This is an optimization exercise on Yosys and OpenROAD, whose aim is small area, not a production implementation. Where RTL was checked, it was by simulation tests only, not by an equivalence proof against the original. The clock port is modelled as an ideal driver, which makes a skipped or thinned clock tree look cheaper than it is; a real chip needs a root buffer or a tree. Power figures rest on the tool's default switching activity, not on a simulated workload.

Setup of job 103:
==> flow/design.v <==
module clockDiv (
    input  logic clk,
    input  logic rst,
    output logic tick
);
    localparam logic [14:0] S0   = 15'd3873;
    localparam logic [14:0] SR   = 15'd3872;
    localparam logic [14:0] ST   = 15'd18554;
    localparam logic [14:0] MASK = 15'd30716;
    localparam logic [14:0] P    = 15'b010101010101010;
    logic [14:0] v;    
    logic [14:0] s;    
    logic [14:0] s_next;
    assign s    = v ^ P;
    assign tick = ((s ^ ST) & MASK) == 15'd0;
    always_comb begin
        if (rst)       s_next = S0;
        else if (tick) s_next = SR;
        else           s_next = {s[13:0], ~(s[14] ^ s[13])};
    end
    always_ff @(posedge clk) v <= s_next ^ P;
endmodule
module btn_debouncer (
    input  logic clk,
    input  logic rst,
    input  logic tick,
    input  logic btn,
    output logic pulse
);
    logic a, b;
    assign pulse = a & b;
    always_ff @(posedge clk) begin
        if (rst) begin
            a <= 1'b0;
            b <= 1'b0;
        end else if (tick) begin
            a <= a ? btn : b;
            b <= ~a & (b | btn);
        end
    end
endmodule
module uart_tx (
    input  logic       clk,
    input  logic       rst,
    input  logic       tick,
    input  logic [7:0] data,
    input  logic       push_btn,
    input  logic       send_btn,
    output logic       tx,
    output logic [7:0] TXREG
);
    localparam logic [3:0] IDLE = 4'b0000, S0 = 4'b0001, START = 4'b0011, STOP = 4'b0010;
    logic [3:0] c, c_next;
    logic [7:0] q1, q2, q3, q4;
    logic [7:0] h;
    logic       idle, push, load;
    logic [7:0] pe, he, le, ke;
    assign idle  = (c == IDLE);
    assign push  = tick & idle & push_btn;
    assign load  = tick & idle & send_btn;
    assign TXREG = q4;
    assign tx = c[3] ? h[c[2:0]] : (c != START);
    always_comb begin
        c_next = c;
        if (tick) begin
            case (c)
                IDLE:    c_next = send_btn ? S0 : IDLE;
                S0:      c_next = START;
                START:   c_next = 4'b1000;
                STOP:    c_next = IDLE;
                4'b1111: c_next = STOP;
                default: c_next = c + 4'd1;
            endcase
        end
        if (rst) c_next = IDLE;
    end
    always_ff @(posedge clk) c <= c_next;
    assign pe = {8{push & ~rst}};
    assign he = {8{~push & ~rst}};
    always_ff @(posedge clk) begin
        q4 <= (pe & data) | (he & q4);
        q3 <= (pe & q4)   | (he & q3);
        q2 <= (pe & q3)   | (he & q2);
        q1 <= (pe & q2)   | (he & q1);
    end
    assign le = {8{load}};
    assign ke = {8{~load}};
    always_ff @(posedge clk) h <= (le & q1) | (ke & h);
endmodule
module uart_rx (
    input  logic       clk,
    input  logic       rst,
    input  logic       tick,
    input  logic       rxd,
    output logic [7:0] RXBUF
);
    logic       r;
    logic [2:0] m;
    logic [7:0] we, he;
    logic       g;
    assign g = tick & r & ~rst;
    always_comb begin
        for (int i = 0; i < 8; i++) we[i] = g & (m == i);
        we[7] = tick & ~rst & (~r | (m == 3'd7));    
        he = ~we & {8{~rst}};
    end
    always_ff @(posedge clk) begin
        if (rst) begin
            r <= 1'b0;
            m <= 3'd0;
        end else if (tick) begin
            if (!r) begin
                if (!rxd) r <= 1'b1;
            end else begin
                m <= m + 3'd1;
                if (m == 3'd7) r <= 1'b0;
            end
        end
    end
    always_ff @(posedge clk) begin
        RXBUF[6:0] <= (we[6:0] & {7{rxd}}) | (he[6:0] & RXBUF[6:0]);
        RXBUF[7]   <= (we[7] & r & rxd) | (he[7] & RXBUF[7]);
    end
endmodule
module top (
    input  logic       clk,
    input  logic       rst,
    input  logic [7:0] data,
    input  logic       BTNC,
    input  logic       BTND,
    input  logic       received,
    output logic       transmitted,
    output logic [7:0] RXBUF,
    output logic [7:0] TXREG
);
    logic tick, push, send;
    clockDiv      div (.clk(clk), .rst(rst), .tick(tick));
    btn_debouncer dbd (.clk(clk), .rst(rst), .tick(tick), .btn(BTND), .pulse(push));
    btn_debouncer dbc (.clk(clk), .rst(rst), .tick(tick), .btn(BTNC), .pulse(send));
    uart_tx transmitter (
        .clk(clk), .rst(rst), .tick(tick), .data(data),
        .push_btn(push), .send_btn(send), .tx(transmitted), .TXREG(TXREG)
    );
    uart_rx receiver (
        .clk(clk), .rst(rst), .tick(tick), .rxd(received), .RXBUF(RXBUF)
    );
endmodule
==> flow/config.mk <==
export PLATFORM = sky130hd
export DESIGN_NAME = top
export DESIGN_NICKNAME = top
export VERILOG_FILES = /design/flow/design.v
export SDC_FILE = /design/flow/constraint.sdc
export NUM_CORES = 4
export LEC_CHECK = 0
export CAP_MARGIN = 20
export CORE_MARGIN = 2
export CORE_UTILIZATION = 70
export PLACE_DENSITY = 0.8
export SLEW_MARGIN = 20
==> flow/constraint.sdc <==
create_clock -name core_clock -period 10.0 [get_ports {clk}]
set_input_delay 2.0000 -clock core_clock [delete_from_list [all_inputs] [get_ports {clk}]]
set_output_delay 2.0000 -clock core_clock [all_outputs]
set_load 0.01 [all_outputs]
standard.sh (not shown) runs the stock make flow with config.mk's settings and CLKGATE_MAP_FILE= SYNTH_SCRIPT=/design/flow/synth_recipe.tcl, a recipe that flattens the netlist after the stock synthesis.
==> flow/flow/run.sh <==
#!/bin/bash
# Standard ORFS layout (standard.sh) with two changes:
#  - ports are buffered with buf_1 instead of ORFS's default choice;
#  - clock tree: one level of CLKBUF_N buffers instead of TritonCTS's H-tree
#    with dummy loads (see pre_cts.tcl / manual_cts.tcl).
set -e
export BUFFER_PORTS_ARGS="-buffer_cell sky130_fd_sc_hd__buf_1"
export PRE_CTS_TCL="$PWD/flow/pre_cts.tcl"
export CLKBUF_CELL=sky130_fd_sc_hd__clkbuf_8
export CLKBUF_N=4
bash standard.sh > standard.log 2>&1
Other scripts of this flow, unchanged in this note and not shown: flow/flow/manual_cts.tcl, flow/flow/pre_cts.tcl
Job 103 went all the way through the flow, and no timing, DRC or antenna check failed.
Changes in job 104 relative to job 103:
diff --git a/flow/design.v b/flow/design.v
--- a/flow/design.v
+++ b/flow/design.v
@@ -69,7 +69,9 @@
                 START:   c_next = 4'b1000;
                 STOP:    c_next = IDLE;
                 4'b1111: c_next = STOP;
-                default: c_next = c + 4'd1;
+                4'b1000: c_next = 4'b1001; 4'b1001: c_next = 4'b1010; 4'b1010: c_next = 4'b1011;
+                4'b1011: c_next = 4'b1100; 4'b1100: c_next = 4'b1101; 4'b1101: c_next = 4'b1110;
+                4'b1110: c_next = 4'b1111; default: c_next = IDLE;
             endcase
         end
         if (rst) c_next = IDLE;
@@ -112,7 +114,10 @@
             if (!r) begin
                 if (!rxd) r <= 1'b1;
             end else begin
-                m <= m + 3'd1;
+                case (m)
+                    3'd0: m <= 3'd1; 3'd1: m <= 3'd2; 3'd2: m <= 3'd3; 3'd3: m <= 3'd4;
+                    3'd4: m <= 3'd5; 3'd5: m <= 3'd6; 3'd6: m <= 3'd7; default: m <= 3'd0;
+                endcase
                 if (m == 3'd7) r <= 1'b0;
             end
         end
Results
Compared with job 103, in job 104 via density per instance shows an increase of 2.4%; final non-filler cell area shows a reduction of 76 um2; clock-pin slew on the worst setup and hold paths shows no meaningful change; number of non-clock inverters in the layout shows a reduction of 7; worst hold-check slack shows a reduction of 0.0061 ns. On power consumption, job 103 tracks job 104 almost exactly. In the tables for job 103 and job 104, worst setup slack reads lower with job 103. Job 104 ends up with higher sequential fraction of the synthesis area than job 103 does. Between job 103 and job 104, the area enclosed by the die boundary is higher for job 103. Job 104 vs. job 103: met3 wire length shows a reduction of 30%, arrival time at the worst endpoint decreased by 0.02 ns relative to the old numbers, biggest fanout along the worst timing path picked up an extra 4.
Only the layout flow was run in job 103; the RTL was not checked for function there. In every run of this note, the design's own scripts or RTL, not TritonCTS, make the clock network.

* * *

== v29 ==
Another version of the RTL of top (not shown whole).
Size: about 220 cells after synthesis, about 75 flip-flops, about 2500 um2 of cells after synthesis.
==> module uart_tx, before the edit <==
module uart_tx (
    input  logic       clk,
    input  logic       rst,
    input  logic       tick,
    input  logic [7:0] data,
    input  logic       push_btn,
    input  logic       send_btn,
    output logic       tx,
    output logic [7:0] TXREG
);
    localparam logic [3:0] IDLE = 4'b0000, S0 = 4'b0111;
    logic [3:0] c;
    logic [7:0] q1, q2, q3, q4;
    logic [7:0] h;
    logic [7:0] hp;    
    logic       idle, m, push, load;
    logic [7:0] pe, he;
    assign idle  = (c == IDLE);
    assign m     = (c[2:0] == 3'b110);
    assign push  = tick & idle & push_btn;
    assign load  = tick & idle & send_btn;
    assign TXREG = q4;
    assign hp = {h[6], h[7], h[4], h[0], h[5], h[3], h[2], h[1]};
    assign tx = c[3] ? hp[c[2:0]] : ~m;
    always_ff @(posedge clk) begin
        if (rst) c <= IDLE;
        else if (tick) begin
            if (idle) begin
                if (send_btn) c <= S0;
            end else begin
                c <= {c[3] ^ m, c[1:0], c[2] ^ (c[1] | ~c[0])};
            end
        end
    end
    assign pe = {8{push & ~rst}};
    assign he = {8{~push & ~rst}};
    always_ff @(posedge clk) begin
        q4 <= (pe & data) | (he & q4);
        q3 <= (pe & q4)   | (he & q3);
        q2 <= (pe & q3)   | (he & q2);
        q1 <= (pe & q2)   | (he & q1);
    end
    always_ff @(posedge clk) if (load) h <= q1;
endmodule
==> flow/config.mk <==
export PLATFORM = sky130hd
export DESIGN_NAME = top
export DESIGN_NICKNAME = top
export VERILOG_FILES = /design/flow/design.v
export SDC_FILE = /design/flow/constraint.sdc
export NUM_CORES = 4
export LEC_CHECK = 0
export CAP_MARGIN = 20
export CORE_MARGIN = 2
export CORE_UTILIZATION = 70
export PLACE_DENSITY = 0.8
export SLEW_MARGIN = 20
==> flow/constraint.sdc <==
create_clock -name core_clock -period 10.0 [get_ports {clk}]
set_input_delay 2.0000 -clock core_clock [delete_from_list [all_inputs] [get_ports {clk}]]
set_output_delay 2.0000 -clock core_clock [all_outputs]
set_load 0.01 [all_outputs]
==> flow/flow/run.sh <==
#!/bin/bash
# Layout flow: ORFS via the standard.sh, with
#  - synthesis as standard.sh's (synth_recipe.tcl + ORFS synth.tcl) except
#    for ABC's technology mapping: it is run with ORFS's own script and with
#    each area-oriented script flow/abc_*.script, and the netlist with the
#    smallest cell area is kept. Everything before ABC, so every register,
#    is the standard synthesis's; a netlist whose registers (names and cell
#    types) differ from the standard synthesis's is never chosen;
#  - ports buffered with buf_1;
#  - a one-level clock distribution instead of TritonCTS's H-tree
#    (flow/pre_cts.tcl, flow/manual_cts.tcl).
# Each step's output goes to its own log in this folder.
set -euo pipefail
export BUFFER_PORTS_ARGS="-buffer_cell sky130_fd_sc_hd__buf_1"
export PRE_CTS_TCL="$PWD/flow/pre_cts.tcl"
export CLKBUF_CELL=sky130_fd_sc_hd__clkbuf_8
export CLKBUF_N=4

# synthesis script: synth_recipe.tcl with its "source .../synth.tcl" line
# replaced by the patched ORFS synthesis
sed "s#^source \$::env(SCRIPTS_DIR)/synth.tcl\$#source $PWD/flow/synth_patch.tcl#" synth_recipe.tcl > my_synth.tcl
grep -q "synth_patch.tcl" my_synth.tcl
# the make call of standard.sh, up to synth
sed -e 's#"${@:-finish}"#synth#' -e '/^if \[\[/,$d' standard.sh > std_synth.sh
sed -e "s#SYNTH_SCRIPT=[^ ]*#SYNTH_SCRIPT=$PWD/my_synth.tcl#" std_synth.sh > my_synth.sh

regs() {  # registers of a netlist: cell type and instance name
  grep -oE '^ *sky130_fd_sc_hd__[a-z0-9_]*df[a-z0-9_]* +[^ ]+' "$1" | sed 's/^ *//' | sort
}
area() {
  sed -n "s/.*Chip area for module '\\\\top': \([0-9.]*\).*/\1/p" "$1"/reports/*/*/*/synth_stat.txt | head -1
}

# the standard synthesis, for reference
sed "s#WORK_HOME=[^ ]*#WORK_HOME=$PWD/try_std#" std_synth.sh > try_std.sh
bash try_std.sh > synth_std.log 2>&1
regs try_std/results/*/*/*/1_2_yosys.v > regs_std.txt
best=std; best_area=$(area try_std)
echo "std $best_area" > synth_tries.txt

# each ABC script in a scratch ORFS work folder
for s in flow/abc_*.script; do
  name=$(basename "$s" .script)
  sed "s#WORK_HOME=[^ ]*#WORK_HOME=$PWD/try_$name#" my_synth.sh > try_$name.sh
  if AREA_ABC_SCRIPT="$PWD/$s" bash try_$name.sh > synth_$name.log 2>&1; then
    a=$(area try_$name)
    same=no
    if regs try_$name/results/*/*/*/1_2_yosys.v | cmp -s - regs_std.txt; then same=yes; fi
    echo "$name $a registers_match=$same" >> synth_tries.txt
    if [[ $same == yes && -n "$a" ]] && awk "BEGIN{exit !($a < $best_area)}"; then
      best=$name; best_area=$a
    fi
  fi
done
echo "chosen $best $best_area" >> synth_tries.txt
rm -rf try_*

if [[ $best == std ]]; then
  bash std_synth.sh > synth.log 2>&1
else
  AREA_ABC_SCRIPT="$PWD/flow/$best.script" bash my_synth.sh > synth.log 2>&1
fi
# the rest of the standard flow (synthesis results are up to date)
bash standard.sh > standard.log 2>&1
Other scripts of this flow, unchanged in this note and not shown: flow/flow/abc_a2.script, flow/flow/abc_a6.script, flow/flow/abc_a7.script, flow/flow/abc_b2.script, flow/flow/abc_b3.script, flow/flow/abc_b5.script, flow/flow/manual_cts.tcl, flow/flow/pre_cts.tcl, flow/flow/synth_patch.tcl
[inputs] v21 vs v29
--- a/flow/design.v
+++ b/flow/design.v
@@ -48,32 +48,36 @@
     input  logic       send_btn,
     output logic       tx,
     output logic [7:0] TXREG
 );
-    localparam logic [3:0] IDLE = 4'b0000, S0 = 4'b0111;
-    logic [3:0] c;
+    localparam logic [3:0] IDLE = 4'b0000, S0 = 4'b0001, START = 4'b0011, STOP = 4'b0010;
+    logic [3:0] c, c_next;
     logic [7:0] q1, q2, q3, q4;
     logic [7:0] h;
-    logic [7:0] hp;    
-    logic       idle, m, push, load;
+    logic       idle, push, load;
     logic [7:0] pe, he;
     assign idle  = (c == IDLE);
-    assign m     = (c[2:0] == 3'b110);
     assign push  = tick & idle & push_btn;
     assign load  = tick & idle & send_btn;
     assign TXREG = q4;
-    assign hp = {h[6], h[7], h[4], h[0], h[5], h[3], h[2], h[1]};
-    assign tx = c[3] ? hp[c[2:0]] : ~m;
-    always_ff @(posedge clk) begin
-        if (rst) c <= IDLE;
-        else if (tick) begin
-            if (idle) begin
-                if (send_btn) c <= S0;
-            end else begin
-                c <= {c[3] ^ m, c[1:0], c[2] ^ (c[1] | ~c[0])};
-            end
+    assign tx = c[3] ? h[c[2:0]] : (c != START);
+    always_comb begin
+        c_next = c;
+        if (tick) begin
+            case (c)
+                IDLE:    c_next = send_btn ? S0 : IDLE;
+                S0:      c_next = START;
+                START:   c_next = 4'b1000;
+                STOP:    c_next = IDLE;
+                4'b1111: c_next = STOP;
+                4'b1000: c_next = 4'b1001; 4'b1001: c_next = 4'b1010; 4'b1010: c_next = 4'b1011;
+                4'b1011: c_next = 4'b1100; 4'b1100: c_next = 4'b1101; 4'b1101: c_next = 4'b1110;
+                4'b1110: c_next = 4'b1111; default: c_next = IDLE;
+            endcase
         end
+        if (rst) c_next = IDLE;
     end
+    always_ff @(posedge clk) c <= c_next;
     assign pe = {8{push & ~rst}};
     assign he = {8{~push & ~rst}};
     always_ff @(posedge clk) begin
         q4 <= (pe & data) | (he & q4);
Looking at shortest period the worst path allows across v29 and v21, the one that comes out lower is v29.
Pin count of the biggest net entering global routing: v29 vs v21 identical
In terms of synthesized area, v21 and v29 differ only marginally.
Diff v21..v29 | sequential cell area fraction in the yosys report | negligible
Between v21 and v29, the global-route usage over all layers does not differ in any meaningful way.
Row via count: v21 higher / v29 lower
First-pass GRT wire length (higher): v21
Number of buffers and inverters on the critical path: v29 and v21 compared, higher one is v21
The critical path start-end classification comes out in2reg in one run and reg2out in the other, namely in v21 and v29 respectively.
No functional check of the RTL was part of v29. In every run of this note, the design's own scripts or RTL, not TritonCTS, make the clock network.

==> port drivers added, routing unchanged <==
Ports are ideal in the flow. The routed layouts listed here were re-timed in OpenROAD. Step 1, drivers: a clkbuf_16 drives clk and a buf_2 each remaining input, both assumed. Step 2 moves the port delays by t, midway between the first and last clock arrival at a register: inputs arrive t later, outputs are due t later. That takes back most of the time a late clock gives input paths. Slacks: ideal / step 1 / step 2; pairs: ideal / step 1.
| run | shift t [ns] | slack for setup (ns) | hold slack, ns | worst data-port slew with drivers (ns) | pins driven straight from the clock port |
|---|---|---|---|---|---|
| job 103 | 0.212 | 6.400 / 6.344 / 6.556 | 0.396 / 0.396 / 0.396 | 0.03 | 4 |
| job 104 | 0.209 | 6.417 / 6.363 / 6.572 | 0.390 / 0.390 / 0.390 | 0.03 | 4 |
| v29 | 0.208 | 6.485 / 6.433 / 6.642 | 0.389 / 0.389 / 0.389 | 0.03 | 4 |
| v21 | 0.210 | 5.963 / 5.986 / 5.776 | 0.391 / 0.391 / 0.391 | 0.03 | 4 |
After both steps every run listed still meets setup and hold. The setup slack of v21, which loses most, moves by +0.023 ns with the drivers and by -0.187 ns with both steps.
